This is an optimization exercise on Yosys and OpenROAD, whose aim is small area and a short achievable clock period, not a production implementation. Function was checked by simulation only, so behaviour that the tests miss may differ from the original.

**config.mk**
```make
export PLATFORM = sky130hd
export DESIGN_NAME = encoder
export DESIGN_NICKNAME = encoder
export VERILOG_FILES = /design/flow/design.v
export SDC_FILE = /design/flow/constraint.sdc
export NUM_CORES = 8
export LEC_CHECK = 0
export CAP_MARGIN = 20
export CORE_MARGIN = 2
export CORE_UTILIZATION = 65
export CTS_CLUSTER_DIAMETER = 100
export CTS_CLUSTER_SIZE = 20
export SLEW_MARGIN = 20
```
**constraint.sdc**
```tcl
create_clock -name core_clock -period 14.0 [get_ports {clk}]
set_input_delay 2.8000 -clock core_clock [delete_from_list [all_inputs] [get_ports {clk}]]
set_output_delay 2.8000 -clock core_clock [all_outputs]
set_load 0.01 [all_outputs]
```
**design.v**
```verilog
module encoder (
    input clk,
    input rst_n,
    input [31:0] data_in,
    output logic [31:0] data_out
);
    logic [7:0] cnt;              
    logic [7:0] cnt_nxt;
    logic [1:0] u, un;
    logic [5:0] v, vn;
    assign cnt_nxt = (cnt == 8'd254) ? 8'd0 : cnt + 8'd1;
    assign u = cnt[7:6];
    assign v = cnt[5:0];
    assign un = cnt_nxt[7:6];
    assign vn = cnt_nxt[5:0];
    always_ff @(posedge clk) begin
        if (!rst_n) cnt <= 8'd254;
        else cnt <= cnt_nxt;
    end
    logic ptop;
    always_ff @(posedge clk) begin
        if (!rst_n) ptop <= 1'b0;
        else ptop <= (vn != 6'd0) && (vn <= 6'd59);
    end
    logic acc;
    assign acc = (vn < 6'd59) || (vn == 6'd59 && un != 2'd3);
    logic [3:0][7:0] enc;
    always_ff @(posedge clk) begin
        enc[3] <= data_in[31:24];
        if (acc) enc[2:0] <= data_in[23:0];
    end
    logic [7:0] el [0:3];
    logic [7:0] cat [0:7];        
    always_comb begin
        for (int s = 0; s < 4; s++) begin
            el[s] = enc[3 - s];
            cat[s] = enc[3 - s];
            cat[s + 4] = data_in[31 - 8 * s -: 8];
        end
    end
    logic [3:0][7:0] rot;
    logic [3:0][7:0] rot_d;
    always_comb begin
        for (int j = 0; j < 4; j++) begin
            rot_d[j] = cat[j + 3 - un];
            if ((j == 0 && vn == 6'd0) || vn > 6'd59 || !rst_n) rot_d[j] = 8'd0;
        end
    end
    always_ff @(posedge clk) begin
        rot <= rot_d;
    end
    logic [127:0] par;            
    logic [127:0] peff;
    logic [31:0] fb;              
    logic [127:0] mp;
    logic [127:0] pnew;
    assign peff[127:96] = ptop ? par[127:96] : 32'd0;
    assign peff[95:64] = par[95:64];
    assign peff[63:0] = (cnt == 8'd254) ? 64'd0 : par[63:0];
    always_comb begin
        for (int e = 0; e < 4; e++)
            fb[8 * e +: 8] = peff[8 * (12 + e) +: 8] ^ rot[3 - e];
        pnew = {peff[95:0], 32'd0} ^ mp;
    end
    logic [208:0] cx;
    assign cx[0] = fb[4] ^ fb[21];
    assign cx[1] = fb[20] ^ fb[31];
    assign cx[2] = fb[9] ^ fb[23];
    assign cx[3] = fb[6] ^ fb[8];
    assign cx[4] = fb[5] ^ fb[28];
    assign cx[5] = fb[0] ^ fb[18];
    assign cx[6] = fb[7] ^ fb[30];
    assign cx[7] = fb[3] ^ fb[11];
    assign cx[8] = fb[1] ^ fb[19];
    assign cx[9] = fb[16] ^ fb[24];
    assign cx[10] = fb[2] ^ fb[22];
    assign cx[11] = fb[15] ^ fb[25];
    assign cx[12] = fb[17] ^ fb[29];
    assign cx[13] = fb[10] ^ fb[13];
    assign cx[14] = fb[26] ^ fb[27];
    assign cx[15] = fb[14] ^ cx[3];
    assign cx[16] = fb[12] ^ cx[0];
    assign cx[17] = fb[16] ^ cx[2];
    assign cx[18] = fb[10] ^ cx[9];
    assign cx[19] = fb[3] ^ cx[6];
    assign cx[20] = fb[4] ^ fb[12];
    assign cx[21] = cx[1] ^ cx[8];
    assign cx[22] = fb[14] ^ fb[17];
    assign cx[23] = fb[5] ^ cx[13];
    assign cx[24] = cx[5] ^ cx[7];
    assign cx[25] = fb[25] ^ cx[10];
    assign cx[26] = fb[24] ^ cx[4];
    assign cx[27] = fb[8] ^ fb[22];
    assign cx[28] = fb[7] ^ fb[15];
    assign cx[29] = fb[6] ^ cx[1];
    assign cx[30] = fb[27] ^ fb[29];
    assign cx[31] = fb[18] ^ cx[12];
    assign cx[32] = fb[1] ^ cx[11];
    assign cx[33] = fb[13] ^ fb[30];
    assign cx[34] = fb[19] ^ cx[6];
    assign cx[35] = fb[2] ^ cx[2];
    assign cx[36] = fb[12] ^ fb[21];
    assign cx[37] = fb[26] ^ cx[15];
    assign cx[38] = fb[0] ^ fb[4];
    assign cx[39] = fb[9] ^ fb[16];
    assign cx[40] = fb[8] ^ fb[20];
    assign cx[41] = cx[0] ^ cx[4];
    assign cx[42] = cx[3] ^ cx[14];
    assign cx[43] = fb[23] ^ cx[9];
    assign cx[44] = fb[24] ^ cx[5];
    assign cx[45] = fb[28] ^ cx[10];
    assign cx[46] = fb[22] ^ cx[7];
    assign cx[47] = fb[31] ^ cx[8];
    assign cx[48] = fb[11] ^ fb[17];
    assign cx[49] = fb[1] ^ fb[31];
    assign cx[50] = cx[11] ^ cx[19];
    assign cx[51] = fb[19] ^ cx[1];
    assign cx[52] = fb[5] ^ fb[13];
    assign cx[53] = fb[2] ^ fb[9];
    assign cx[54] = fb[15] ^ cx[16];
    assign cx[55] = fb[20] ^ cx[13];
    assign cx[56] = cx[6] ^ cx[7];
    assign cx[57] = fb[3] ^ fb[26];
    assign cx[58] = fb[10] ^ cx[2];
    assign cx[59] = fb[23] ^ cx[18];
    assign cx[60] = fb[27] ^ cx[0];
    assign cx[61] = fb[7] ^ fb[28];
    assign cx[62] = fb[0] ^ cx[20];
    assign cx[63] = fb[18] ^ cx[7];
    assign cx[64] = cx[14] ^ cx[17];
    assign cx[65] = cx[4] ^ cx[16];
    assign cx[66] = fb[21] ^ cx[12];
    assign cx[67] = fb[29] ^ cx[14];
    assign cx[68] = fb[6] ^ cx[11];
    assign cx[69] = cx[4] ^ cx[5];
    assign cx[70] = fb[9] ^ cx[25];
    assign cx[71] = fb[29] ^ cx[37];
    assign cx[72] = fb[10] ^ cx[34];
    assign cx[73] = fb[7] ^ cx[32];
    assign cx[74] = fb[5] ^ fb[26];
    assign cx[75] = fb[25] ^ cx[12];
    assign cx[76] = fb[31] ^ cx[30];
    assign cx[77] = fb[22] ^ cx[5];
    assign cx[78] = cx[8] ^ cx[26];
    assign cx[79] = fb[20] ^ cx[15];
    assign cx[80] = fb[1] ^ fb[27];
    assign cx[81] = fb[27] ^ cx[9];
    assign cx[82] = fb[14] ^ cx[27];
    assign cx[83] = fb[25] ^ cx[13];
    assign cx[84] = fb[3] ^ cx[29];
    assign cx[85] = fb[29] ^ cx[3];
    assign cx[86] = cx[23] ^ cx[28];
    assign cx[87] = cx[0] ^ cx[44];
    assign cx[88] = fb[2] ^ fb[23];
    assign cx[89] = fb[30] ^ cx[22];
    assign cx[90] = fb[4] ^ cx[15];
    assign cx[91] = cx[1] ^ cx[22];
    assign cx[92] = fb[21] ^ cx[31];
    assign cx[93] = cx[2] ^ cx[20];
    assign cx[94] = cx[10] ^ cx[52];
    assign cx[95] = fb[13] ^ cx[61];
    assign cx[96] = fb[25] ^ cx[36];
    assign cx[97] = fb[28] ^ cx[21];
    assign cx[98] = fb[24] ^ cx[8];
    assign cx[99] = fb[13] ^ fb[17];
    assign cx[100] = fb[11] ^ cx[35];
    assign cx[101] = cx[9] ^ cx[41];
    assign cx[102] = cx[15] ^ cx[46];
    assign cx[103] = cx[1] ^ cx[27];
    assign cx[104] = fb[0] ^ cx[55];
    assign cx[105] = fb[8] ^ cx[21];
    assign cx[106] = fb[3] ^ cx[4];
    assign cx[107] = fb[21] ^ cx[58];
    assign cx[108] = fb[22] ^ cx[33];
    assign cx[109] = fb[7] ^ cx[11];
    assign cx[110] = cx[24] ^ cx[39];
    assign cx[111] = fb[26] ^ cx[5];
    assign cx[112] = fb[30] ^ cx[16];
    assign cx[113] = fb[19] ^ cx[50];
    assign cx[114] = fb[6] ^ fb[14];
    assign cx[115] = fb[10] ^ cx[28];
    assign cx[116] = cx[9] ^ cx[29];
    assign cx[117] = fb[2] ^ fb[30];
    assign cx[118] = cx[19] ^ cx[49];
    assign cx[119] = cx[23] ^ cx[32];
    assign cx[120] = fb[26] ^ cx[26];
    assign cx[121] = fb[5] ^ cx[12];
    assign cx[122] = fb[18] ^ cx[19];
    assign cx[123] = fb[11] ^ cx[39];
    assign cx[124] = cx[60] ^ cx[99];
    assign cx[125] = cx[8] ^ cx[25];
    assign cx[126] = fb[18] ^ cx[23];
    assign cx[127] = fb[24] ^ cx[10];
    assign cx[128] = fb[10] ^ cx[7];
    assign cx[129] = fb[1] ^ cx[104];
    assign cx[130] = cx[16] ^ cx[48];
    assign cx[131] = cx[24] ^ cx[34];
    assign cx[132] = fb[23] ^ cx[54];
    assign cx[133] = cx[13] ^ cx[26];
    assign cx[134] = cx[17] ^ cx[74];
    assign cx[135] = cx[5] ^ cx[43];
    assign cx[136] = fb[31] ^ cx[11];
    assign cx[137] = fb[28] ^ cx[38];
    assign cx[138] = fb[16] ^ fb[22];
    assign cx[139] = cx[69] ^ cx[80];
    assign cx[140] = fb[4] ^ cx[47];
    assign cx[141] = fb[31] ^ cx[73];
    assign cx[142] = cx[7] ^ cx[89];
    assign cx[143] = fb[14] ^ cx[14];
    assign cx[144] = fb[6] ^ fb[11];
    assign cx[145] = cx[15] ^ cx[33];
    assign cx[146] = fb[24] ^ fb[27];
    assign cx[147] = cx[53] ^ cx[92];
    assign cx[148] = cx[85] ^ cx[110];
    assign cx[149] = fb[20] ^ cx[131];
    assign cx[150] = cx[17] ^ cx[25];
    assign cx[151] = cx[30] ^ cx[35];
    assign cx[152] = cx[1] ^ cx[20];
    assign cx[153] = cx[10] ^ cx[43];
    assign cx[154] = fb[19] ^ cx[14];
    assign cx[155] = cx[36] ^ cx[98];
    assign cx[156] = fb[21] ^ cx[22];
    assign cx[157] = cx[12] ^ cx[18];
    assign cx[158] = cx[12] ^ cx[46];
    assign cx[159] = fb[1] ^ cx[13];
    assign cx[160] = cx[36] ^ cx[63];
    assign cx[161] = fb[8] ^ cx[14];
    assign cx[162] = fb[24] ^ cx[2];
    assign cx[163] = fb[30] ^ cx[58];
    assign cx[164] = fb[19] ^ cx[17];
    assign cx[165] = cx[51] ^ cx[81];
    assign cx[166] = cx[4] ^ cx[7];
    assign cx[167] = fb[29] ^ cx[42];
    assign cx[168] = cx[12] ^ cx[68];
    assign cx[169] = cx[6] ^ cx[23];
    assign cx[170] = cx[30] ^ cx[39];
    assign cx[171] = fb[0] ^ cx[16];
    assign cx[172] = fb[15] ^ cx[5];
    assign cx[173] = cx[11] ^ cx[103];
    assign cx[174] = fb[9] ^ cx[62];
    assign cx[175] = cx[28] ^ cx[59];
    assign cx[176] = fb[7] ^ cx[106];
    assign cx[177] = cx[2] ^ cx[45];
    assign cx[178] = cx[27] ^ cx[76];
    assign cx[179] = cx[38] ^ cx[56];
    assign cx[180] = fb[17] ^ cx[24];
    assign cx[181] = fb[21] ^ cx[24];
    assign cx[182] = cx[5] ^ cx[40];
    assign cx[183] = cx[6] ^ cx[94];
    assign cx[184] = cx[19] ^ cx[42];
    assign cx[185] = cx[8] ^ cx[101];
    assign cx[186] = fb[23] ^ cx[121];
    assign cx[187] = fb[1] ^ fb[17];
    assign cx[188] = cx[50] ^ cx[78];
    assign cx[189] = fb[28] ^ cx[75];
    assign cx[190] = fb[13] ^ cx[82];
    assign cx[191] = fb[16] ^ cx[111];
    assign cx[192] = cx[33] ^ cx[69];
    assign cx[193] = cx[4] ^ cx[20];
    assign cx[194] = cx[2] ^ cx[77];
    assign cx[195] = cx[93] ^ cx[169];
    assign cx[196] = cx[6] ^ cx[26];
    assign cx[197] = cx[12] ^ cx[65];
    assign cx[198] = cx[40] ^ cx[80];
    assign cx[199] = cx[18] ^ cx[41];
    assign cx[200] = cx[11] ^ cx[56];
    assign cx[201] = cx[18] ^ cx[61];
    assign cx[202] = cx[31] ^ cx[164];
    assign cx[203] = fb[19] ^ cx[18];
    assign cx[204] = fb[4] ^ cx[95];
    assign cx[205] = fb[8] ^ cx[53];
    assign cx[206] = cx[3] ^ cx[17];
    assign cx[207] = cx[29] ^ cx[66];
    assign cx[208] = cx[105] ^ cx[112];
    assign mp[0] = fb[14] ^ cx[69] ^ cx[117] ^ cx[165];
    assign mp[1] = fb[0] ^ fb[3] ^ cx[66] ^ cx[68] ^ cx[97];
    assign mp[2] = fb[0] ^ fb[7] ^ cx[47] ^ cx[67] ^ cx[82] ^ cx[101];
    assign mp[3] = fb[14] ^ cx[47] ^ cx[168] ^ cx[194];
    assign mp[4] = cx[4] ^ cx[49] ^ cx[143] ^ cx[175];
    assign mp[5] = fb[2] ^ fb[11] ^ fb[28] ^ cx[81] ^ cx[168];
    assign mp[6] = fb[12] ^ cx[19] ^ cx[189] ^ cx[191];
    assign mp[7] = cx[14] ^ cx[31] ^ cx[33] ^ cx[140];
    assign mp[8] = fb[12] ^ cx[86] ^ cx[102] ^ cx[165];
    assign mp[9] = cx[11] ^ cx[17] ^ cx[79] ^ cx[95] ^ cx[130];
    assign mp[10] = cx[110] ^ cx[154] ^ cx[207];
    assign mp[11] = fb[15] ^ cx[41] ^ cx[49] ^ cx[145] ^ cx[180];
    assign mp[12] = fb[2] ^ fb[4] ^ cx[40] ^ cx[63] ^ cx[159] ^ cx[170];
    assign mp[13] = fb[0] ^ cx[65] ^ cx[142] ^ cx[203] ^ cx[205];
    assign mp[14] = fb[9] ^ cx[3] ^ cx[31] ^ cx[46] ^ cx[119] ^ cx[152];
    assign mp[15] = fb[26] ^ cx[16] ^ cx[34] ^ cx[100] ^ cx[114] ^ cx[126];
    assign mp[16] = fb[31] ^ cx[5] ^ cx[9] ^ cx[42] ^ cx[48] ^ cx[70] ^ cx[204];
    assign mp[17] = fb[12] ^ fb[25] ^ cx[8] ^ cx[31] ^ cx[58] ^ cx[143] ^ cx[176];
    assign mp[18] = cx[12] ^ cx[39] ^ cx[72] ^ cx[173];
    assign mp[19] = fb[6] ^ fb[28] ^ cx[6] ^ cx[25] ^ cx[43] ^ cx[55] ^ cx[60];
    assign mp[20] = fb[3] ^ cx[52] ^ cx[87] ^ cx[114] ^ cx[151];
    assign mp[21] = fb[10] ^ fb[22] ^ cx[90] ^ cx[188];
    assign mp[22] = fb[29] ^ cx[38] ^ cx[74] ^ cx[100] ^ cx[109] ^ cx[116];
    assign mp[23] = fb[5] ^ cx[18] ^ cx[96] ^ cx[184] ^ cx[187];
    assign mp[24] = fb[13] ^ fb[14] ^ fb[20] ^ fb[23] ^ cx[25] ^ cx[160];
    assign mp[25] = fb[19] ^ fb[24] ^ cx[57] ^ cx[132] ^ cx[190];
    assign mp[26] = fb[5] ^ cx[24] ^ cx[54] ^ cx[146] ^ cx[205];
    assign mp[27] = fb[18] ^ cx[8] ^ cx[79] ^ cx[100] ^ cx[199];
    assign mp[28] = cx[15] ^ cx[86] ^ cx[202];
    assign mp[29] = fb[9] ^ cx[48] ^ cx[72] ^ cx[79] ^ cx[172];
    assign mp[30] = cx[5] ^ cx[21] ^ cx[36] ^ cx[115] ^ cx[123];
    assign mp[31] = cx[10] ^ cx[48] ^ cx[55] ^ cx[155];
    assign mp[32] = fb[3] ^ cx[60] ^ cx[182] ^ cx[201];
    assign mp[33] = fb[9] ^ fb[11] ^ cx[27] ^ cx[75] ^ cx[185];
    assign mp[34] = cx[150] ^ cx[184] ^ cx[197];
    assign mp[35] = cx[108] ^ cx[134] ^ cx[207];
    assign mp[36] = fb[22] ^ cx[43] ^ cx[84] ^ cx[89] ^ cx[137];
    assign mp[37] = cx[87] ^ cx[141] ^ cx[186];
    assign mp[38] = fb[16] ^ fb[18] ^ fb[30] ^ cx[3] ^ cx[74] ^ cx[125];
    assign mp[39] = fb[7] ^ fb[17] ^ cx[35] ^ cx[84] ^ cx[154];
    assign mp[40] = fb[27] ^ cx[2] ^ cx[21] ^ cx[28] ^ cx[62] ^ cx[166];
    assign mp[41] = fb[2] ^ cx[65] ^ cx[85] ^ cx[129];
    assign mp[42] = fb[0] ^ cx[30] ^ cx[45] ^ cx[51] ^ cx[132] ^ cx[145];
    assign mp[43] = fb[11] ^ fb[19] ^ cx[16] ^ cx[30] ^ cx[33] ^ cx[82];
    assign mp[44] = cx[8] ^ cx[81] ^ cx[179] ^ cx[190];
    assign mp[45] = fb[8] ^ cx[4] ^ cx[9] ^ cx[32] ^ cx[35] ^ cx[62] ^ cx[91];
    assign mp[46] = fb[6] ^ cx[57] ^ cx[119] ^ cx[147];
    assign mp[47] = cx[10] ^ cx[14] ^ cx[24] ^ cx[72] ^ cx[90];
    assign mp[48] = cx[56] ^ cx[59] ^ cx[65] ^ cx[178];
    assign mp[49] = fb[31] ^ cx[17] ^ cx[75] ^ cx[108] ^ cx[144] ^ cx[193];
    assign mp[50] = fb[18] ^ fb[28] ^ cx[0] ^ cx[9] ^ cx[14] ^ cx[99] ^ cx[102];
    assign mp[51] = fb[9] ^ cx[89] ^ cx[136] ^ cx[181] ^ cx[203];
    assign mp[52] = fb[23] ^ cx[14] ^ cx[66] ^ cx[182] ^ cx[188];
    assign mp[53] = fb[30] ^ cx[70] ^ cx[87] ^ cx[97] ^ cx[167];
    assign mp[54] = cx[4] ^ cx[19] ^ cx[25] ^ cx[67] ^ cx[105] ^ cx[107];
    assign mp[55] = cx[0] ^ cx[7] ^ cx[29] ^ cx[45] ^ cx[67] ^ cx[163];
    assign mp[56] = fb[11] ^ cx[13] ^ cx[103] ^ cx[112] ^ cx[135];
    assign mp[57] = fb[11] ^ fb[22] ^ cx[22] ^ cx[47] ^ cx[52] ^ cx[96] ^ cx[162];
    assign mp[58] = fb[11] ^ fb[24] ^ cx[0] ^ cx[37] ^ cx[117] ^ cx[136];
    assign mp[59] = cx[0] ^ cx[40] ^ cx[64] ^ cx[126] ^ cx[200];
    assign mp[60] = fb[17] ^ fb[19] ^ cx[64] ^ cx[79] ^ cx[192];
    assign mp[61] = fb[9] ^ fb[27] ^ cx[15] ^ cx[92] ^ cx[97] ^ cx[115];
    assign mp[62] = fb[15] ^ fb[18] ^ fb[21] ^ fb[29] ^ cx[40] ^ cx[45] ^ cx[72] ^ cx[123];
    assign mp[63] = cx[36] ^ cx[51] ^ cx[158] ^ cx[163];
    assign mp[64] = cx[61] ^ cx[63] ^ cx[150] ^ cx[156] ^ cx[198];
    assign mp[65] = fb[10] ^ cx[45] ^ cx[54] ^ cx[57] ^ cx[202];
    assign mp[66] = fb[14] ^ fb[29] ^ cx[6] ^ cx[53] ^ cx[83] ^ cx[185];
    assign mp[67] = cx[49] ^ cx[107] ^ cx[167] ^ cx[172] ^ cx[196];
    assign mp[68] = fb[14] ^ fb[19] ^ fb[30] ^ cx[59] ^ cx[84] ^ cx[92];
    assign mp[69] = cx[34] ^ cx[48] ^ cx[87] ^ cx[173];
    assign mp[70] = cx[21] ^ cx[77] ^ cx[96] ^ cx[134];
    assign mp[71] = fb[17] ^ fb[21] ^ cx[8] ^ cx[42] ^ cx[104] ^ cx[153];
    assign mp[72] = fb[17] ^ cx[98] ^ cx[102] ^ cx[109] ^ cx[171];
    assign mp[73] = fb[20] ^ fb[26] ^ cx[44] ^ cx[73] ^ cx[93] ^ cx[94];
    assign mp[74] = fb[23] ^ cx[20] ^ cx[48] ^ cx[86] ^ cx[127] ^ cx[161];
    assign mp[75] = cx[28] ^ cx[78] ^ cx[124] ^ cx[194];
    assign mp[76] = cx[24] ^ cx[40] ^ cx[88] ^ cx[115] ^ cx[197];
    assign mp[77] = fb[5] ^ cx[8] ^ cx[16] ^ cx[108] ^ cx[148];
    assign mp[78] = fb[6] ^ cx[10] ^ cx[21] ^ cx[22] ^ cx[195];
    assign mp[79] = fb[2] ^ fb[14] ^ cx[29] ^ cx[43] ^ cx[86] ^ cx[181];
    assign mp[80] = fb[2] ^ cx[64] ^ cx[113] ^ cx[193];
    assign mp[81] = cx[12] ^ cx[14] ^ cx[38] ^ cx[84] ^ cx[133];
    assign mp[82] = fb[15] ^ cx[24] ^ cx[35] ^ cx[71] ^ cx[155];
    assign mp[83] = fb[23] ^ cx[27] ^ cx[120] ^ cx[129];
    assign mp[84] = fb[0] ^ cx[54] ^ cx[56] ^ cx[71] ^ cx[78];
    assign mp[85] = cx[30] ^ cx[32] ^ cx[116] ^ cx[174] ^ cx[183];
    assign mp[86] = fb[0] ^ fb[6] ^ cx[83] ^ cx[88] ^ cx[118] ^ cx[120] ^ cx[156];
    assign mp[87] = cx[63] ^ cx[67] ^ cx[90] ^ cx[127] ^ cx[141];
    assign mp[88] = fb[21] ^ cx[1] ^ cx[10] ^ cx[37] ^ cx[59] ^ cx[106];
    assign mp[89] = cx[60] ^ cx[109] ^ cx[158] ^ cx[206];
    assign mp[90] = cx[16] ^ cx[22] ^ cx[53] ^ cx[116] ^ cx[122];
    assign mp[91] = fb[19] ^ fb[20] ^ cx[22] ^ cx[68] ^ cx[88] ^ cx[191] ^ cx[204];
    assign mp[92] = fb[6] ^ fb[27] ^ cx[31] ^ cx[45] ^ cx[47] ^ cx[175];
    assign mp[93] = cx[88] ^ cx[149] ^ cx[189];
    assign mp[94] = fb[29] ^ cx[44] ^ cx[57] ^ cx[208];
    assign mp[95] = fb[5] ^ cx[21] ^ cx[33] ^ cx[60] ^ cx[70];
    assign mp[96] = fb[13] ^ fb[22] ^ cx[37] ^ cx[174] ^ cx[196];
    assign mp[97] = fb[0] ^ cx[15] ^ cx[23] ^ cx[73] ^ cx[76] ^ cx[162];
    assign mp[98] = fb[11] ^ fb[16] ^ cx[10] ^ cx[62] ^ cx[119];
    assign mp[99] = cx[177] ^ cx[179] ^ cx[187];
    assign mp[100] = cx[13] ^ cx[44] ^ cx[71] ^ cx[118] ^ cx[177];
    assign mp[101] = fb[10] ^ fb[14] ^ cx[140] ^ cx[151] ^ cx[200];
    assign mp[102] = fb[15] ^ cx[117] ^ cx[120] ^ cx[128] ^ cx[152];
    assign mp[103] = fb[25] ^ cx[3] ^ cx[7] ^ cx[16] ^ cx[52] ^ cx[76];
    assign mp[104] = cx[70] ^ cx[149] ^ cx[157];
    assign mp[105] = fb[25] ^ fb[26] ^ cx[59] ^ cx[180] ^ cx[208];
    assign mp[106] = fb[16] ^ cx[23] ^ cx[67] ^ cx[118] ^ cx[171];
    assign mp[107] = fb[18] ^ cx[21] ^ cx[83] ^ cx[90] ^ cx[170] ^ cx[176];
    assign mp[108] = fb[14] ^ fb[18] ^ cx[41] ^ cx[57] ^ cx[68] ^ cx[138];
    assign mp[109] = fb[19] ^ cx[28] ^ cx[38] ^ cx[42] ^ cx[138] ^ cx[186];
    assign mp[110] = fb[17] ^ fb[20] ^ cx[6] ^ cx[139] ^ cx[206];
    assign mp[111] = cx[3] ^ cx[47] ^ cx[147] ^ cx[201];
    assign mp[112] = cx[9] ^ cx[34] ^ cx[46] ^ cx[71] ^ cx[83] ^ cx[93];
    assign mp[113] = fb[11] ^ cx[11] ^ cx[91] ^ cx[161] ^ cx[195];
    assign mp[114] = cx[41] ^ cx[113] ^ cx[135] ^ cx[178];
    assign mp[115] = fb[7] ^ fb[12] ^ cx[91] ^ cx[159] ^ cx[166];
    assign mp[116] = fb[8] ^ cx[10] ^ cx[107] ^ cx[111] ^ cx[113];
    assign mp[117] = cx[21] ^ cx[27] ^ cx[38] ^ cx[64] ^ cx[128];
    assign mp[118] = fb[10] ^ cx[26] ^ cx[35] ^ cx[130] ^ cx[198];
    assign mp[119] = cx[70] ^ cx[85] ^ cx[133] ^ cx[160];
    assign mp[120] = fb[2] ^ cx[17] ^ cx[50] ^ cx[51] ^ cx[124];
    assign mp[121] = cx[57] ^ cx[77] ^ cx[91] ^ cx[199];
    assign mp[122] = fb[1] ^ cx[1] ^ cx[148] ^ cx[183];
    assign mp[123] = fb[12] ^ cx[32] ^ cx[55] ^ cx[114] ^ cx[146];
    assign mp[124] = cx[51] ^ cx[64] ^ cx[137] ^ cx[142];
    assign mp[125] = cx[1] ^ cx[54] ^ cx[139] ^ cx[157];
    assign mp[126] = cx[66] ^ cx[125] ^ cx[144] ^ cx[192];
    assign mp[127] = fb[12] ^ cx[21] ^ cx[71] ^ cx[122] ^ cx[153];
    always_ff @(posedge clk) begin
        par <= pnew;
    end
    logic [3:0] msg;
    logic [7:0] tw [0:19];
    logic [31:0] dnext;
    always_comb begin
        for (int i = 0; i < 4; i++) tw[i] = par[8 * (15 - i) +: 8];
        for (int i = 0; i < 16; i++) tw[i + 4] = pnew[8 * (15 - i) +: 8];
        for (int s = 0; s < 4; s++) begin
            msg[s] = (v <= 6'd58) || (v == 6'd59 && s < 3 - u) || (v == 6'd63 && s >= 3 - u);
            dnext[31 - 8 * s -: 8] = msg[s] ? el[s] : tw[s + u + 1];
        end
    end
    always_ff @(posedge clk) begin
        data_out <= dnext;
    end
endmodule
```
**flow/run.sh**
```bash
#!/bin/bash
# Standard layout, except: the synthesis maps with flow/abc_speed.script,
# the ports get plain buffers, and timing repair aims below the period.
set -euo pipefail
rm -rf scripts_local
cp -r "$FLOW_HOME/scripts" scripts_local
cp flow/abc_speed.script scripts_local/abc_speed.script
export SCRIPTS_DIR=$PWD/scripts_local
export BUFFER_PORTS_ARGS="-buffer_cell sky130_fd_sc_hd__buf_2"
export SETUP_SLACK_MARGIN=10.5
bash standard.sh > standard.log 2>&1
```
**flow/abc_speed.script**
```
strash
dch -f
&get -n
&nf -R 1000 -p
&put
topo
stime -c
```
**standard.sh**
```bash
#!/bin/bash
# synth_recipe.tcl (not shown) runs the flow's synth.tcl, then flattens the netlist and writes it again
# the make line also repeats each setting of config.mk as NAME=value (left out here)
make -C /OpenROAD-flow-scripts/flow DESIGN_CONFIG=/design/flow/config.mk WORK_HOME=/design/flow/orfs CLKGATE_MAP_FILE= SYNTH_SCRIPT=/design/flow/synth_recipe.tcl "${@:-finish}"
```
==> out/metrics.csv, run 1 <==
stage;metric;value;unit
min_path;min_path_cells;2;
routing;dr.pass1.iters;12;
timing;whs;460;ps
synthesis;ys_ff_latch;233;
finish;layout_commonest_cell;xnor2_1;
min_path;hold_start;par[56];
finish;final_nets;1746;
synthesis;synth_warnings;4;
outcome;status;no timing/DRC/antenna violations;
run;maxCapViolations;0;
floorplan;die_h;154;um
worst_setup_path;critical_path.slowest_cell;xnor2_1;
routing;drtIter0Drc;2298;
timing;relSlewSlack;24.7;%
placement;dp_hpwl;41.7;mm
finish;fill_cells;1212;
global_route;grt_max_degree;41;
cts;ctsHoldBuffers;0;
cts;cts_sinks;233;
worst_setup_path;ff2ff_path_depth;12;
synthesis;synth_top_area_share;35.0;%
cts;cts_root_buf;clkbuf_16;
placement;pre_cts_ws;9340;ps
synthesis;syn_area;14600;um2
worst_setup_path;critPathTopFamily;XOR/XNOR gates;
synthesis;synth_seq_area_share;33.5;%
finish;final_cell_mix;xnor2_1 (536), xor2_1 (198), dfxtp_1 (188);
routing;vias;13600;
timing;setup_violations;0;
cts;htree_levels;1;
worst_setup_path;required;14390;ps
routing;wl_per_cell;32.0;um
worst_setup_path;r2r-start;ptop;
placement;place_congestion;1.08;
cts;cts_tree;built;
placement;portBuffers;65;
routing;ant_nets;0;
global_route;first_global_vias;12900;
timing;max_clock_freq;242;MHz
timing;final.setup.tns;0;ps
routing;drc_errors;0;
timing;tightest_slew;1120;ps
routing;top_layer_used;met5;
min_path;hold_class;flip-flop to flip-flop;
cts;cts_buffer_depth;3;
timing;worst_slack;9860;ps
synthesis;synth_cell_types;31;
finish;multi_input_area;11200;um2
finish;final_util;84.2;%
cts;clk_latency;530;ps
floorplan;dieArea;23700;um2
synthesis;muxShareOfSynthArea;0.154;%
routing;viasPerCell;6.79;
worst_setup_path;crit_fanout;16;
worst_setup_path;critPathMaxStageDelay;930;ps
cts;clk_pin_slew;100;ps
worst_setup_path;worstSetupEndpointType;flip-flop;
floorplan;start_util;66.7;%
synthesis;synth_compound_area_share;8.61;%
global_route;grt_overflow;0;
global_route;grt_pass1_wl;85.4;mm
synthesis;synth_nets;1542;
cts;cts_buffers;15;
timing;final_hold_viol_count;0;
worst_setup_path;reg2reg_slack;9860;ps
timing;maxSlewViolCount;0;
global_route;antenna_found_initial;2;
floorplan;die_x;154;um
worst_setup_path;critPathLaunchType;flip-flop;
worst_setup_path;critical_path_arrival;4530;ps
finish;drive_gt1_share;21.0;%
min_path;holdPathEnd;par[88];
floorplan;ios;66;
timing;rsz0062_at_grt;yes;
finish;area_delta_synth_final;26.3;%
synthesis;syn_inst;1506;
floorplan;rows;54;
worst_setup_path;crit_chain;buf_6 > nand2_1 > xor2_1 > buf_4 > xor2_2 > buf_4 > xor2_2 > xnor2_1 > xnor2_1 > a221o_1 > a221oi_1 > nor2_1;
timing;finalCriticalPeriod;4140;ps
worst_setup_path;setup.worst_path.class;flip-flop to flip-flop;
timing;fin_crit_sh;29.6;%
global_route;grt_usage;49.5;%
finish;register_area;4930;um2
timing;clock_skew;22.4;ps
synthesis;synthTopCellsByArea;xnor2_1 (35%), dfxtp_1 (29%), xor2_1 (16%);
floorplan;coreArea;22000;um2
synthesis;synth_adder_area_share;0.171;%
routing;drt-met1-wl;20.8;mm
synthesis;synth-simple-area-share;6.44;%
synthesis;synth_top_cell_by_area;xnor2_1;
synthesis;synth_top_family_by_area;XOR/XNOR gates;
synthesis;syn_area_per_cell;9.72;um2
worst_setup_path;path_buf_inv;3;
synthesis;synth_xor_area_share;51.0;%
routing;wl_met3;8.58;mm
worst_setup_path;r2r_end;data_out[12];
routing;met2RoutedLength;26.8;mm
routing;wl;63.9;mm
timing repair:
action / CTS / global route
pin swaps: 11 / 11
resized for setup: 108 / 77
cloned: 0 / 2
buffers inserted: 33 / 31
setup endpoints to repair: 156 / 118
metal layers:
metal  vias up  track usage [%]
li1       5346                -
met1      6268             58.1
met2      1400             77.3
met3       549             13.4
met4         2             38.0
met5         -                0
tightest hold or removal path, delay by kind of cell (launching register included):
kind,cells,cell delay [ps]
AND/OR/NAND/NOR,1,60
XOR/XNOR,1,60
flip-flops,1,310
Yosys cell counts, drive strengths merged:
| library cell | n |
|---|---|
| a211o | 1 |
| a211oi | 1 |
| a21o | 1 |
| a21oi | 36 |
| a221o | 8 |
| a221oi | 30 |
| a222oi | 8 |
| a22o | 1 |
| a22oi | 54 |
| a31oi | 15 |
| and2 | 4 |
| and3 | 8 |
| clkinv | 4 |
| dfxtp | 209 |
| edfxtp | 24 |
| ha | 2 |
| mux2 | 2 |
| nand2 | 147 |
| nand2b | 2 |
| nand3 | 3 |
| nand4 | 2 |
| nor2 | 57 |
| nor2b | 3 |
| nor3 | 2 |
| nor3b | 1 |
| nor4 | 3 |
| o21a | 2 |
| o21ai | 22 |
| or3 | 1 |
| xnor2 | 585 |
| xor2 | 268 |
worst max path at each step:
stage	slack (ps)	end	start	depth (start not counted)
floorplan	10330	data_out[7]	ptop	11
global placement	9270	data_out[7]	ptop	12
detailed placement	9340	data_out[18]	ptop	11
CTS	10230	data_out[29]	data_out[29]	1
global route	9950	data_out[12]	ptop	12
finish	9860	data_out[12]	ptop	12
sequential cells by signal (all words and copies together), names as in the netlist:
signal	cells
cnt	8
data_out	32
enc	32
par	128
ptop	1
rot	32
kinds of logic (layout without fill, tap and decap cells):
family / after synthesis / count (layout)
AOI/OAI and AO/OA: 179 / 179
muxes: 2 / 2
and+or+nand+nor: 233 / 235
buffers and inverters: 4 / 211
xor gates and xnor gates: 853 / 853
other: 0 / 2
DFF: 233 / 233
adders and majority gates: 2 / 2
stage by stage:
stage / area (um2) / cells
finish: 18500 / 1997
CTS: 17700 / 1962
floorplan: 15100 / 1506
global route: 18500 / 1995
detailed placement: 16200 / 1907
global placement: 16200 / 1907
final cells by class:
type                            count  area share (%)
Sequential cell                   233            26.7
Timing Repair Buffer              185            8.36
Antenna cell                        2          0.0271
Tap cell                          280            1.89
Clock buffer                       20            2.13
Clock inverter                      2          0.0947
Inverter                            4          0.0812
Multi-Input combinational cell   1271            60.7
==> run 2, diff against run 1 <==
==> flow/abc_speed.script (replaced) <==
strash
dch -f
map -a
topo
stime -c
==> run 2 against run 1 <==
Net effect:
- still clean
- worst setup slack better by 360 ps
- design area grew 1.7%
- hold slack improved by 2.1 ps
- flip-flop and latch count unchanged
- largest cell class unchanged
- highest routed layer unchanged
==> out/metrics.csv, run 2 <==
stage;metric;value;unit;change
timing;maxSlewViolCount;0;;unchanged
synthesis;yosysMostFrequentCell;xor2_1;;was xnor2_1
timing;relSlewSlack;11.8;%;was 24.7%
finish;finalInstanceArea;18800;um2;was 18500 um2
worst_setup_path;critPathLaunchType;flip-flop;;unchanged
global_route;first_global_vias;13300;;was 12.9k
synthesis;synth_warnings;4;;unchanged
worst_setup_path;worstSetupEndpointType;output pin;;was flip-flop
finish;layout_commonest_cell;xor2_1;;was xnor2_1
synthesis;synth-edff-count;24;;unchanged
worst_setup_path;crit_chain;buf_2;;was buf_6 > nand2_1 > xor2_1 > buf_4 > xor2_2 > buf_4 > xor2_2 > xnor2_1 > xnor2_1 > a221o_1 > a221oi_1 > nor2_1
timing;clock_skew;19.5;ps;was 22.4 ps
global_route;grt_max_degree;65;;was 41
timing;worst_slack;10220;ps;was 9860 ps
worst_setup_path;setup.worst_path.class;flip-flop to output pin;;was flip-flop to flip-flop
timing;max_clock_freq;264;MHz;was 242 MHz
cts;clk_latency;510;ps;was 530 ps
cts;cts_tree;built;;unchanged
synthesis;synth_common_cells;xor2_1 (556), nand2_1 (280), xnor2_1 (221);;was xnor2_1 (585), xor2_1 (268), dfxtp_1 (209)
synthesis;synth_seq_area_share;32.4;%;was 33.5%
placement;portBuffers;65;;unchanged
placement;placed_cells_incl_taps;2110;;was 1907
worst_setup_path;crit_fanout;1;;was 16
floorplan;die_x;157;um;was 154 um
routing;drc_errors;0;;unchanged
cts;cts_sinks;233;;unchanged
routing;ant_nets;0;;unchanged
worst_setup_path;critical_path.slowest_cell;dfxtp_1;;was xnor2_1
synthesis;syn_inst;1727;;was 1506
synthesis;ys_ff_latch;233;;unchanged
placement;dp_hpwl;43.0;mm;was 41.7 mm
worst_setup_path;critPathMaxStageDelay;340;ps;was 930 ps
routing;drtIter0Drc;2623;;was 2298
synthesis;synth_top_cell_by_area;xor2_1;;was xnor2_1
synthesis;synth_top_area_share;32.2;%;was 35.0%
placement;place_congestion;1.20;;was 1.08
timing;setup_violations;0;;unchanged
timing;final_hold_viol_count;0;;unchanged
finish;final_nets;1974;;was 1746
finish;top_register;par;;unchanged
timing;finalCriticalPeriod;3780;ps;was 4140 ps
placement;pre_cts_ws;8580;ps;was 9340 ps
cts;clk_pin_slew;80;ps;was 100 ps
routing;wl_per_cell;29.0;um;was 32.0 um
cts;htree_levels;1;;unchanged
synthesis;async_flop_share;0;%;unchanged
floorplan;start_util;66.6;%;was 66.7%
finish;final_cells;2229;;was 1997
synthesis;synthTopCellsByArea;xor2_1 (32%), dfxtp_1 (28%), xnor2_1 (13%);;was xnor2_1 (35%), dfxtp_1 (29%), xor2_1 (16%)
finish;final_cell_mix;xor2_1 (502), nand2_1 (236), xnor2_1 (207);;was xnor2_1 (536), xor2_1 (198), dfxtp_1 (188)
synthesis;synth_cell_types;26;;was 31
global_route;grt_usage;49.2;%;was 49.5%
outcome;status;no timing/DRC/antenna violations;;unchanged
synthesis;synth_nets;1763;;was 1542
worst_setup_path;crit_cells;1;;was 12
cts;cts_buffer_depth;3;;unchanged
finish;area_delta_synth_final;24.4;%;was 26.3%
min_path;min_path_cells;2;;unchanged
synthesis;syn_area;15100;um2;was 14600 um2
floorplan;dieArea;24500;um2;was 23700 um2
cts;cts_buffers;15;;unchanged
worst_setup_path;path_buf_inv;1;;was 3
global_route;grt_pass1_wl;86.7;mm;was 85.4 mm
finish;largest_reg_flops;128;;unchanged
finish;fill_cells;1317;;was 1212
synthesis;syn_area_per_cell;8.76;um2;was 9.72 um2
cts;cts_root_buf;clkbuf_16;;unchanged
routing;viasPerCell;6.61;;was 6.79
timing;rsz0062_at_grt;yes;;unchanged
routing;vias;14700;;was 13.6k
finish;drive_gt1_share;22.6;%;was 21.0%
worst_setup_path;required;11200;ps;was 14390 ps
synthesis;synth_ff_type;dfxtp_1;;unchanged
worst_setup_path;ff2ff_path_depth;11;;was 12
floorplan;coreArea;22700;um2;was 22000 um2
timing;fin_crit_sh;27.0;%;was 29.6%
finish;diodes;0;;was 2
global_route;antenna_found_initial;0;;was 2
floorplan;die_h;157;um;was 154 um
timing;final.setup.tns;0;ps;unchanged
min_path;hold_class;flip-flop to flip-flop;;unchanged
routing;dr.pass1.iters;8;;was 12
placement;dpl_cell_area;16200;um2;about the same
routing;wl;64.5;mm;was 63.9 mm
worst_setup_path;critPathTopFamily;flip-flops;;was XOR/XNOR gates
worst_setup_path;critical_path_arrival;980;ps;was 4530 ps
floorplan;rows;55;;was 54
run;maxCapViolations;0;;unchanged
timing;tightest_slew;1320;ps;was 1120 ps
global_route;grt_overflow;0;;unchanged
floorplan;ios;66;;unchanged
[run 2: cell type report]
type,instances,area [um2],area share (%)
tap,285,357,1.90
multi-input combinational,1392,11100,58.8
clock buffer,22,402,2.14
timing repair buffer,190,1540,8.20
timing repair inverter,1,6.26,0.0333
inverter,105,485,2.58
clock inverter,1,8.76,0.0466
sequential,233,4940,26.3
[run 2: final timing paths]
kind	start	endpoint	slack [ps]
max	data_out[0]	data_out[0]	10220
min	enc[24]	data_out[24]	460
max reg2reg	ptop	data_out[22]	10330
min reg2reg	enc[24]	data_out[24]	460
[run 2: stage by stage]
step,util (%),hold slack [ps]
6_report,82.8,462
5_1_grt,82.8,492
4_1_cts,78.1,463
3_5_place_dp,71.3,445
3_3_place_gp,71.3,439
2_1_floorplan,-,425
[run 2: logic make-up after synthesis]
kind of cell | count (synthesis) | synth area share, %
AO/OA/AOI/OAI | 227 | 9.48
XOR/XNOR | 777 | 45.0
adder cells (fa/ha/maj) | 2 | 0.165
buffers and inverters | 105 | 2.61
flip-flops | 233 | 32.4
AND/OR/NAND/NOR | 383 | 10.3
[run 2: what timing repair did]
item / in CTS / in global routing
cloned: 1 / 3
pin swaps: 22 / 31
hold endpoints to repair: 0 / 0
hold buffers: 0 / 0
setup endpoints to repair: 241 / 135
setup buffers: 36 / 56
resized for setup: 180 / 122
[run 2: metal layers]
| metal | vias up | global-route usage (%) | part of all wire, % |
|---|---|---|---|
| met1 | 6791 | 63.1 | 35 |
| met5 | - | 0 | 0.091 |
| li1 | 5975 | - | - |
| met4 | 3 | 30.3 | 8.8 |
| met3 | 464 | 20.1 | 18 |
| met2 | 1511 | 68.6 | 39 |
[run 2: worst min-delay path: stages, from the launching register on]
cell and delay (ps):
dfxtp_1 330, nand2_1 50, o21ai_0 50
==> run 3, diff against run 2 <==
--- a/flow/run.sh
+++ b/flow/run.sh
@@ -9,3 +9,3 @@
 export BUFFER_PORTS_ARGS="-buffer_cell sky130_fd_sc_hd__buf_2"
-export SETUP_SLACK_MARGIN=10.5
+export SETUP_SLACK_MARGIN=10.2
 bash standard.sh > standard.log 2>&1
==> run 3 against run 2 <==
Net effect:
- design area fell by 4.5%
- first-iteration DRC count is 3.5% higher
- via count down 2.4%
- critical path type is now flip-flop to flip-flop
- critical endpoint is now data_out[10]
- highest routed layer is now met4
==> out/metrics.csv, run 3 <==
stage;metric;value;unit;change
outcome;status;no timing/DRC/antenna violations;;unchanged
floorplan;coreArea;22700;um2;unchanged
routing;drc_errors;0;;unchanged
finish;finalInstanceArea;18000;um2;was 18800 um2
finish;drive_gt1_share;17.9;%;was 22.6%
synthesis;syn_area_per_cell;8.76;um2;unchanged
finish;final_nets;1945;;was 1974
synthesis;synth_top_area_share;32.2;%;unchanged
routing;drt-met1-wl;22.0;mm;was 22.5 mm
synthesis;ys_ff_latch;233;;unchanged
timing;worst_slack;10030;ps;was 10220 ps
timing;fin_crit_sh;28.4;%;was 27.0%
finish;area_delta_synth_final;18.7;%;was 24.4%
floorplan;dieArea;24500;um2;unchanged
worst_setup_path;worstSetupEndpointType;flip-flop;;was output pin
synthesis;synth_seq_area_share;32.4;%;unchanged
placement;portBuffers;65;;unchanged
finish;diodes;0;;unchanged
timing;clock_skew;26.5;ps;was 19.5 ps
routing;dr.pass1.iters;10;;was 8
run;maxCapViolations;0;;unchanged
timing;rsz0062_at_grt;yes;;unchanged
global_route;grt_overflow;0;;unchanged
cts;cts_buffers;15;;unchanged
synthesis;async_flop_share;0;%;unchanged
worst_setup_path;crit_fanout;28;;was 1
floorplan;die_x;157;um;unchanged
timing;max_clock_freq;252;MHz;was 264 MHz
synthesis;synth_nets;1763;;unchanged
synthesis;synth-edff-count;24;;unchanged
timing;final.setup.tns;0;ps;unchanged
floorplan;rows;55;;unchanged
worst_setup_path;critical_path_arrival;4360;ps;was 980 ps
placement;dpl_cell_area;16200;um2;about the same
synthesis;yosysMostFrequentCell;xor2_1;;unchanged
routing;ant_nets;0;;unchanged
floorplan;start_util;66.6;%;unchanged
routing;wl;63.4;mm;was 64.5 mm
cts;ctsHoldBuffers;0;;unchanged
routing;viasPerCell;6.54;;was 6.61
cts;htree_levels;1;;unchanged
synthesis;synth_top_cell_by_area;xor2_1;;unchanged
cts;clk_latency;520;ps;was 510 ps
global_route;first_global_vias;13200;;was 13.3k
cts;cts_tree;built;;unchanged
cts;clk_pin_slew;90;ps;was 80 ps
synthesis;synth_common_cells;xor2_1 (556), nand2_1 (280), xnor2_1 (221);;unchanged
routing;drtIter0Drc;2714;;was 2623
cts;cts_buffer_depth;3;;unchanged
finish;top_register;par;;unchanged
global_route;grt_usage;50.3;%;was 49.2%
floorplan;die_h;157;um;unchanged
timing;whs;471;ps;was 462 ps
floorplan;ios;66;;unchanged
cts;cts_root_buf;clkbuf_16;;unchanged
global_route;antenna_found_initial;0;;unchanged
timing;finalCriticalPeriod;3970;ps;was 3780 ps
finish;largest_reg_flops;128;;unchanged
synthesis;syn_area;15100;um2;unchanged
placement;pre_cts_ws;8620;ps;was 8580 ps
timing;tightest_slew;1050;ps;was 1320 ps
worst_setup_path;setup.worst_path.class;flip-flop to flip-flop;;was flip-flop to output pin
cts;cts_sinks;233;;unchanged
routing;wl_met3;11.1;mm;was 11.3 mm
timing;maxSlewViolCount;0;;unchanged
global_route;grt_pass1_wl;88.1;mm;was 86.7 mm
routing;wl_per_cell;28.8;um;was 29.0 um
synthesis;synth_ff_type;dfxtp_1;;unchanged
placement;dp_hpwl;45.0;mm;was 43.0 mm
synthesis;syn_inst;1727;;unchanged
routing;top_layer_used;met4;;was met5
finish;final_cell_mix;xor2_1 (519), nand2_1 (241), xnor2_1 (208);;was xor2_1 (502), nand2_1 (236), xnor2_1 (207)
routing;vias;14400;;was 14.7k
worst_setup_path;required;14380;ps;was 11200 ps
placement;place_congestion;1.24;;was 1.20
global_route;grt_max_degree;68;;was 65
routing;met2RoutedLength;24.9;mm;was 25.0 mm
timing;final_hold_viol_count;0;;unchanged
min_path;hold_class;flip-flop to flip-flop;;unchanged
synthesis;synth_warnings;4;;unchanged
finish;layout_commonest_cell;xor2_1;;unchanged
synthesis;synth_cell_types;26;;unchanged
worst_setup_path;reg2reg_slack;10030;ps;was 10330 ps
worst_setup_path;critPathLaunchType;flip-flop;;unchanged
synthesis;synthTopCellsByArea;xor2_1 (32%), dfxtp_1 (28%), xnor2_1 (13%);;unchanged
timing;relSlewSlack;29.5;%;was 11.8%
timing;setup_violations;0;;unchanged
run 3: area by class of cell:
class	instances	area [um2]
fill	1558	4750
timing repair buffer	164	1140
sequential	233	4920
multi-input combinational	1390	10700
tap	285	357
clock buffer	22	402
inverter	105	444
clock inverter	2	17.5
run 3: cells by family after synthesis:
kind of cell	count (synthesis)	share of synthesized area, %
xor gates and xnor gates	777	45.0
AOI/OAI and AO/OA	227	9.48
adders and majority gates	2	0.165
DFF	233	32.4
and+or+nand+nor	383	10.3
buffers and inverters	105	2.61
run 3: worst paths after layout:
check | depth (start not counted) | endpoint | from
worst max register to register | 15 | data_out[10] | ptop
worst min-delay path | 2 | data_out[24] | enc[24]
worst min register to register | 2 | data_out[24] | enc[24]
worst max-delay path | 15 | data_out[10] | ptop
run 3: repair_timing:
item,CTS,global route
endpoints found under the setup margin,167,100
pin swaps,7,13
gates cloned,0,1
setup buffers,20,41
resized for setup,94,74
run 3: routing by layer:
layer  GRT usage [%]  vias up
li1                -     5912
met1            64.6     6588
met2            71.8     1449
met3            19.0      444
met4            29.9        0
met5               0        -
run 3: critical path, stage by stage (launching register included):
cell and delay [ps]:
dfxtp_4 420, buf_16 190, and3_2 190, nor2_1 140, clkinv_1 520, nand2_1 370
nand2_4 210, nand3_1 150, nand2_2 160, xor2_4 260, xnor2_1 160, xor2_1 250
xnor2_1 220, clkinv_1 180, a221oi_1 280, a21oi_1 110
run 3: metrics by stage:
| step | utilization [%] | instances |
|---|---|---|
| after detailed placement | 71.2 | 2114 |
| final | 79.1 | 2201 |
| after global placement | 71.2 | 2114 |
| after floorplan | - | 1727 |
| after global routing | 79.1 | 2201 |
| after CTS | 75.7 | 2158 |
==> run 4, diff against run 3 <==
==> flow/abc_speed.script (replaced) <==
strash
dch -f
&get -n
&nf -R 1000 -p
&put
topo
stime -c
==> run 4 against run 3 <==
Net effect:
- sequential share of layout area increased by 1.4 points
- global-route usage is 6.0 points lower
- critical path depth shrank 4
- core utilization decreased by 1.4 points
- via count fell by 14%
- design area down 5.0%
- synthesized area down 3.2%
- final cell count decreased by 11%
- routed wire length fell by 16%
- still clean
==> out/metrics.csv, run 4 <==
stage;metric;value;unit;change
outcome;status;no timing/DRC/antenna violations;;unchanged
finish;finalInstanceArea;17100;um2;was 18000 um2
finish;area_delta_synth_final;16.5;%;was 18.7%
worst_setup_path;cpMostUsedCell;xnor2_1;;
routing;drtIter0Drc;1874;;was 2714
finish;final_cell_mix;xnor2_1 (566), xor2_1 (234), dfxtp_1 (203);;was xor2_1 (519), nand2_1 (241), xnor2_1 (208)
worst_setup_path;critPathMaxStageDelay;1030;ps;was 520 ps
floorplan;rows;54;;was 55
synthesis;synth_seq_area_share;33.5;%;was 32.4%
timing;rsz0062_at_grt;yes;;unchanged
routing;drc_errors;0;;unchanged
run;maxCapViolations;0;;unchanged
global_route;grt_pass1_wl;77.0;mm;was 88.1 mm
global_route;grt_usage;44.3;%;was 50.3%
finish;largest_reg_flops;128;;unchanged
global_route;grt_max_degree;44;;was 68
finish;diodes;0;;unchanged
synthesis;synth_top_cell_by_area;xnor2_1;;was xor2_1
placement;pre_cts_ws;9190;ps;was 8620 ps
floorplan;ios;66;;unchanged
synthesis;synth_cell_types;31;;was 26
synthesis;syn_area;14600;um2;was 15100 um2
timing;final_hold_viol_count;0;;unchanged
floorplan;start_util;66.7;%;was 66.6%
floorplan;dieArea;23700;um2;was 24500 um2
routing;ant_nets;0;;unchanged
timing;fin_crit_sh;27.5;%;was 28.4%
worst_setup_path;critical_path.slowest_cell;xnor2_1;;was clkinv_1
routing;viasPerCell;6.27;;was 6.54
synthesis;synth_ff_type;dfxtp_1;;unchanged
synthesis;syn_area_per_cell;9.72;um2;was 8.76 um2
routing;wl_per_cell;27.1;um;was 28.8 um
routing;wl;53.3;mm;was 63.4 mm
timing;clock_skew;42.2;ps;was 26.5 ps
placement;dp_hpwl;39.5;mm;was 45.0 mm
timing;worst_slack;10150;ps;was 10030 ps
timing;maxSlewViolCount;0;;unchanged
floorplan;die_x;154;um;was 157 um
cts;htree_levels;1;;unchanged
finish;register_area;4910;um2;was 4920 um2
global_route;antenna_found_initial;1;;was 0
placement;place_congestion;1.09;;was 1.24
routing;dr.pass1.iters;6;;was 10
synthesis;synth_top_area_share;35.0;%;was 32.2%
floorplan;die_h;154;um;was 157 um
cts;clk_pin_slew;80;ps;was 90 ps
synthesis;synth-edff-count;24;;unchanged
synthesis;synthTopCellsByArea;xnor2_1 (35%), dfxtp_1 (29%), xor2_1 (16%);;was xor2_1 (32%), dfxtp_1 (28%), xnor2_1 (13%)
cts;cts_buffer_depth;3;;unchanged
synthesis;yosysMostFrequentCell;xnor2_1;;was xor2_1
timing;tightest_slew;1210;ps;was 1050 ps
global_route;first_global_vias;11800;;was 13.2k
timing;setup_violations;0;;unchanged
worst_setup_path;critPathLaunchType;flip-flop;;unchanged
global_route;grt_overflow;0;;unchanged
floorplan;coreArea;22000;um2;was 22700 um2
finish;final_cells;1963;;was 2201
worst_setup_path;required;14380;ps;about the same
finish;layout_commonest_cell;xnor2_1;;was xor2_1
worst_setup_path;worstSetupEndpointType;flip-flop;;unchanged
synthesis;synth_warnings;4;;unchanged
finish;final_util;77.7;%;was 79.1%
synthesis;syn_inst;1506;;was 1727
cts;cts_sinks;233;;unchanged
synthesis;synth_common_cells;xnor2_1 (585), xor2_1 (268), dfxtp_1 (209);;was xor2_1 (556), nand2_1 (280), xnor2_1 (221)
worst_setup_path;crit_fanout;17;;was 28
finish;final_nets;1714;;was 1945
worst_setup_path;critPathTopFamily;XOR/XNOR gates;;was simple AND/OR/NAND/NOR gates
synthesis;ys_ff_latch;233;;unchanged
cts;cts_tree;built;;unchanged
worst_setup_path;setup.worst_path.class;flip-flop to flip-flop;;unchanged
finish;fill_cells;1580;;was 1558
min_path;hold_class;flip-flop to flip-flop;;unchanged
synthesis;async_flop_share;0;%;unchanged
timing;finalCriticalPeriod;3850;ps;was 3970 ps
cts;clk_latency;520;ps;about the same
finish;multi_input_area;10400;um2;was 10700 um2
finish;drive_gt1_share;14.3;%;was 17.9%
routing;vias;12300;;was 14.4k
finish;top_register;par;;unchanged
synthesis;synth_nets;1542;;was 1763
placement;placed_cells_incl_taps;1914;;was 2114
timing;relSlewSlack;18.4;%;was 29.5%
worst_setup_path;critical_path_arrival;4230;ps;was 4360 ps
timing;final.setup.tns;0;ps;unchanged
worst_setup_path;path_buf_inv;2;;was 3
cts;cts_buffers;15;;unchanged
placement;dpl_cell_area;16000;um2;was 16200 um2
cts;cts_root_buf;clkbuf_16;;unchanged
placement;portBuffers;65;;unchanged
worst_setup_path;crit_chain;buf_6 > nand2_1 > xor2_1 > buf_4 > xnor2_2 > xnor2_1 > xnor2_1 > xnor2_1 > a221o_1 > a221oi_1 > nor2_1;;was buf_16 > and3_2 > nor2_1 > clkinv_1 > nand2_1 > nand2_4 > nand3_1 > nand2_2 > xor2_4 > xnor2_1 > xor2_1 > xnor2_1 > clkinv_1 > a221oi_1 > a21oi_1
timing;max_clock_freq;259;MHz;was 252 MHz
==> run 4: cell count changes after synthesis, moves of 18 or more <==
cell	previous run	this run
xnor2_1	221	585
xor2_1	556	268
a22oi_1	75	54
a21oi_1	75	36
and3_2	18	0
nand2_1	280	147
clkinv_1	105	4
==> run 4: path summary, 6_finish.rpt <==
path / cells past startpoint / endpoint / startpoint / slack, ps
hold / removal: 2 / par[88] / par[56] / 470
hold reg to reg: 2 / par[88] / par[56] / 470
setup / recovery: 11 / data_out[11] / ptop / 10150
setup reg to reg: 11 / data_out[11] / ptop / 10150
==> run 4: through the flow <==
| step | hold WS, ps |
|---|---|
| after floorplan | 429 |
| after global placement | 442 |
| after detailed placement | 464 |
| after CTS | 475 |
| after global routing | 480 |
| final | 469 |
==> run 4: final cells by class <==
cell class	instances	area share, %
Clock buffer	21	2.33
Clock inverter	1	0.0514
Inverter	4	0.0880
Multi-Input combinational cell	1269	60.7
Sequential cell	233	28.8
Tap cell	280	2.05
Timing Repair Buffer	155	5.91
==> run 4: layer usage <==
metal	up-vias	wire length [um]	share of wire, %	GRT usage (%)
met5	-	0	0	0
met4	0	3500	6.6	21.6
met3	236	7400	14	11.1
met2	977	22200	42	65.7
met1	5825	20200	38	60.5
li1	5269	-	-	-
==> run 4: timing repair <==
action / 4_1_cts / 5_1_grt
endpoints found under the setup margin: 131 / 35
cloned: 0 / 0
hold buffers: 0 / 0
gates resized for setup: 33 / 21
setup buffers: 4 / 23
pin swaps: 1 / 6
==> run 4: worst reg2reg max path, cell delays in order (launching register included) <==
cell      delay (ps)
dfxtp_4          490
buf_6            230
nand2_1           90
xor2_1           130
buf_4            300
xnor2_2          290
xnor2_1         1040
xnor2_1          250
xnor2_1          260
a221o_1          350
a221oi_1         260
nor2_1            70
==> run 4: kinds of logic after synthesis <==
family / count (synthesis) / synth area share, %
flops: 233 / 33.5
buf+inv: 4 / 0.103
compound gates: 179 / 8.61
fa+ha+maj: 2 / 0.171
simple gates: 233 / 6.44
mux: 2 / 0.154
xor+xnor: 853 / 51.0
==> run 5, diff against run 4 <==
==> flow/abc_speed.script (replaced) <==
strash
dch -f
&get -n
&nf -R 1000 -p
&put
topo
stime -c
buffer -c
upsize -c
dnsize -c
==> run 5 against run 4 <==
Net effect:
- still clean
- flip-flop and latch count stayed put
- design area is 4.9% higher
- critical path type unchanged
- largest cell class unchanged
==> out/metrics.csv, run 5 <==
stage;metric;value;unit;change
synthesis;synth-edff-count;24;;unchanged
synthesis;synth_adder_area_share;0.161;%;was 0.171%
timing;setup_violations;0;;unchanged
synthesis;synth_ff_type;dfxtp_1;;unchanged
worst_setup_path;crit_chain;buf_6 > nand2_1 > xor2_2 > buf_4 > xor2_4 > xnor2_1 > xnor2_1 > xnor2_1 > xnor2_1 > a221o_1 > a221oi_1 > nor2_1;;was buf_6 > nand2_1 > xor2_1 > buf_4 > xnor2_2 > xnor2_1 > xnor2_1 > xnor2_1 > a221o_1 > a221oi_1 > nor2_1
worst_setup_path;setup.worst_path.class;flip-flop to flip-flop;;unchanged
cts;clk_pin_slew;90;ps;was 80 ps
finish;final_cell_mix;xnor2_1 (559), dfxtp_1 (209), xor2_1 (202);;was xnor2_1 (566), xor2_1 (234), dfxtp_1 (203)
timing;rsz0062_at_grt;yes;;unchanged
routing;wl_per_cell;28.2;um;was 27.1 um
cts;cts_buffers;15;;unchanged
floorplan;coreArea;23500;um2;was 22000 um2
placement;place_congestion;1.08;;was 1.09
synthesis;synth_warnings;4;;unchanged
cts;cts_sinks;233;;unchanged
finish;largest_reg_flops;128;;unchanged
cts;cts_tree;built;;unchanged
worst_setup_path;critPathLaunchType;flip-flop;;unchanged
finish;final_nets;1730;;was 1714
synthesis;synth_top_cell_by_area;xnor2_1;;unchanged
synthesis;synth_xor_area_share;52.4;%;was 51.0%
finish;layout_commonest_cell;xnor2_1;;unchanged
timing;maxSlewViolCount;0;;unchanged
global_route;antenna_found_initial;0;;was 1
finish;top_register;par;;unchanged
cts;cts_root_buf;clkbuf_16;;unchanged
worst_setup_path;critPathMaxStageDelay;580;ps;was 1030 ps
synthesis;synth_nets;1600;;was 1542
cts;cts_buffer_depth;3;;unchanged
placement;pre_cts_ws;9010;ps;was 9190 ps
timing;tightest_slew;1210;ps;about the same
timing;relSlewSlack;19.3;%;was 18.4%
synthesis;ys_ff_latch;233;;unchanged
cts;ctsHoldBuffers;0;;unchanged
timing;clock_skew;21.6;ps;was 42.2 ps
synthesis;synth_top_area_share;32.3;%;was 35.0%
worst_setup_path;crit_fanout;32;;was 17
timing;final.setup.tns;0;ps;unchanged
synthesis;syn_inst;1564;;was 1506
worst_setup_path;cpMostUsedCell;xnor2_1;;unchanged
run;maxCapViolations;0;;unchanged
finish;area_delta_synth_final;15.1;%;was 16.5%
floorplan;rows;56;;was 54
synthesis;synth_top_family_by_area;XOR/XNOR gates;;unchanged
global_route;grt_overflow;0;;unchanged
synthesis;syn_area_per_cell;9.94;um2;was 9.72 um2
routing;dr.pass1.iters;7;;was 6
routing;ant_nets;0;;unchanged
timing;max_clock_freq;260;MHz;was 259 MHz
synthesis;synth_compound_area_share;8.10;%;was 8.61%
global_route;first_global_vias;12000;;was 11.8k
synthesis;async_flop_share;0;%;unchanged
placement;dp_hpwl;40.6;mm;was 39.5 mm
outcome;status;no timing/DRC/antenna violations;;unchanged
timing;worst_slack;10160;ps;was 10150 ps
timing;fin_crit_sh;27.4;%;was 27.5%
placement;portBuffers;65;;unchanged
cts;htree_levels;1;;unchanged
global_route;grt_pass1_wl;81.0;mm;was 77.0 mm
finish;drive_gt1_share;17.3;%;was 14.3%
synthesis;synth_seq_area_share;31.5;%;was 33.5%
worst_setup_path;worstSetupEndpointType;flip-flop;;unchanged
synthesis;yosysMostFrequentCell;xnor2_1;;unchanged
synthesis;muxShareOfSynthArea;0.145;%;was 0.154%
synthesis;synth_common_cells;xnor2_1 (574), xor2_1 (224), dfxtp_1 (209);;was xnor2_1 (585), xor2_1 (268), dfxtp_1 (209)
synthesis;synth_cell_types;42;;was 31
floorplan;die_x;159;um;was 154 um
floorplan;dieArea;25200;um2;was 23700 um2
global_route;grt_usage;45.5;%;was 44.3%
finish;diodes;0;;unchanged
routing;vias;12400;;was 12.3k
floorplan;start_util;66.3;%;was 66.7%
global_route;grt_max_degree;65;;was 44
routing;viasPerCell;6.13;;was 6.27
routing;wl;56.9;mm;was 53.3 mm
worst_setup_path;required;14380;ps;about the same
synthesis;synth-simple-area-share;6.09;%;was 6.44%
synthesis;synthTopCellsByArea;xnor2_1 (32%), dfxtp_1 (27%), xor2_1 (13%);;was xnor2_1 (35%), dfxtp_1 (29%), xor2_1 (16%)
routing;drc_errors;0;;unchanged
worst_setup_path;critical_path.slowest_cell;xnor2_1;;unchanged
worst_setup_path;critical_path_arrival;4220;ps;was 4230 ps
timing;whs;470;ps;was 469 ps
floorplan;die_h;159;um;was 154 um
synthesis;syn_area;15600;um2;was 14600 um2
cts;clk_latency;500;ps;was 520 ps
min_path;hold_class;flip-flop to flip-flop;;unchanged
timing;finalCriticalPeriod;3840;ps;was 3850 ps
timing;final_hold_viol_count;0;;unchanged
floorplan;ios;66;;unchanged
routing;drtIter0Drc;1555;;was 1874
run 5: cell families after synthesis:
kind of cell / count (synthesis)
simple gates: 233
mux: 2
fa+ha+maj: 2
compound gates: 179
xor+xnor: 853
buf+inv: 62
flops: 233
run 5: final timing paths:
| check | startpoint | end | slack [ps] | depth (start not counted) |
|---|---|---|---|---|
| hold / removal | par[56] | par[88] | 470 | 2 |
| setup reg to reg | ptop | data_out[4] | 10160 | 12 |
| setup / recovery | ptop | data_out[4] | 10160 | 12 |
| hold reg to reg | par[56] | par[88] | 470 | 2 |
run 5: metal layers:
layer	GRT usage (%)	vias to the layer above	wire, um
li1	-	5284	-
met3	10.9	312	6270
met1	54.6	5810	20400
met4	36.3	0	5590
met5	0	-	0
met2	69.7	949	24700
run 5: area by class of cell:
| class | instances | area [um2] |
|---|---|---|
| clock buffer | 19 | 390 |
| fill | 1646 | 5580 |
| timing repair buffer | 171 | 1210 |
| multi-input combinational | 1269 | 10900 |
| inverter | 4 | 15.0 |
| sequential | 233 | 4900 |
| clock inverter | 2 | 35.0 |
| tap | 319 | 399 |
run 5: through the flow:
step | area (um2) | utilization, % | cells
after detailed placement | 16400 | 70.1 | 1934
after floorplan | 15600 | - | 1564
after global placement | 16400 | 70.0 | 1934
after global routing | 17900 | 76.2 | 2017
after CTS | 17400 | 74.1 | 1984
final | 17900 | 76.2 | 2017
run 5: repair_timing:
action,CTS,global route
hold endpoints to repair,0,0
gates resized for setup,29,25
pin swaps,13,9
setup buffers,29,32
endpoints found under the setup margin,62,35
run 5: critical path: cells and delay by family, from the launching register on:
kind / cells / cell delay (ps)
AND/OR/NAND/NOR: 2 / 200
XOR/XNOR: 6 / 2060
AO/OA/AOI/OAI: 2 / 610
buffers and inverters: 2 / 530
flip-flops: 1 / 330

==> re-timing with driven ports <==
How much do the figures lean on ideal ports? The routed layouts below were timed once more, with nothing changed but the port constraints. Step 1 sets driving cells, clkbuf_16 on the clock port and buf_2 on the other inputs (assumed; they add their load-dependent delay and slew). Step 2 times the ports against the registers' clock, not the clock port: input delays grow and output delays shrink by t, the midpoint of the rising clock arrivals with the driver on. Slacks: ideal / step 1 / step 2; pairs: ideal / step 1.
| run | shift t [ns] | setup WS [ns] | clock arrival spread, ns | worst register clock-pin slew, ns | cell pins on the clock port's net |
|---|---|---|---|---|---|
| run 1 | 0.571 | 9.861 / 9.861 / 9.861 | 0.022 / 0.023 | 0.10 / 0.10 | 1 |
| run 2 | 0.552 | 10.217 / 10.166 / 10.014 | 0.019 / 0.020 | 0.09 / 0.09 | 1 |
| run 3 | 0.559 | 10.026 / 10.026 / 9.864 | 0.028 / 0.027 | 0.09 / 0.09 | 1 |
| run 4 | 0.553 | 10.146 / 10.146 / 9.846 | 0.042 / 0.042 | 0.11 / 0.11 | 1 |
| run 5 | 0.540 | 10.159 / 10.157 / 9.842 | 0.022 / 0.022 | 0.10 / 0.10 | 1 |
After both steps every run listed still meets setup and hold. The setup slack of run 5, which loses most, moves by -0.002 ns with the drivers and by -0.317 ns with both steps.
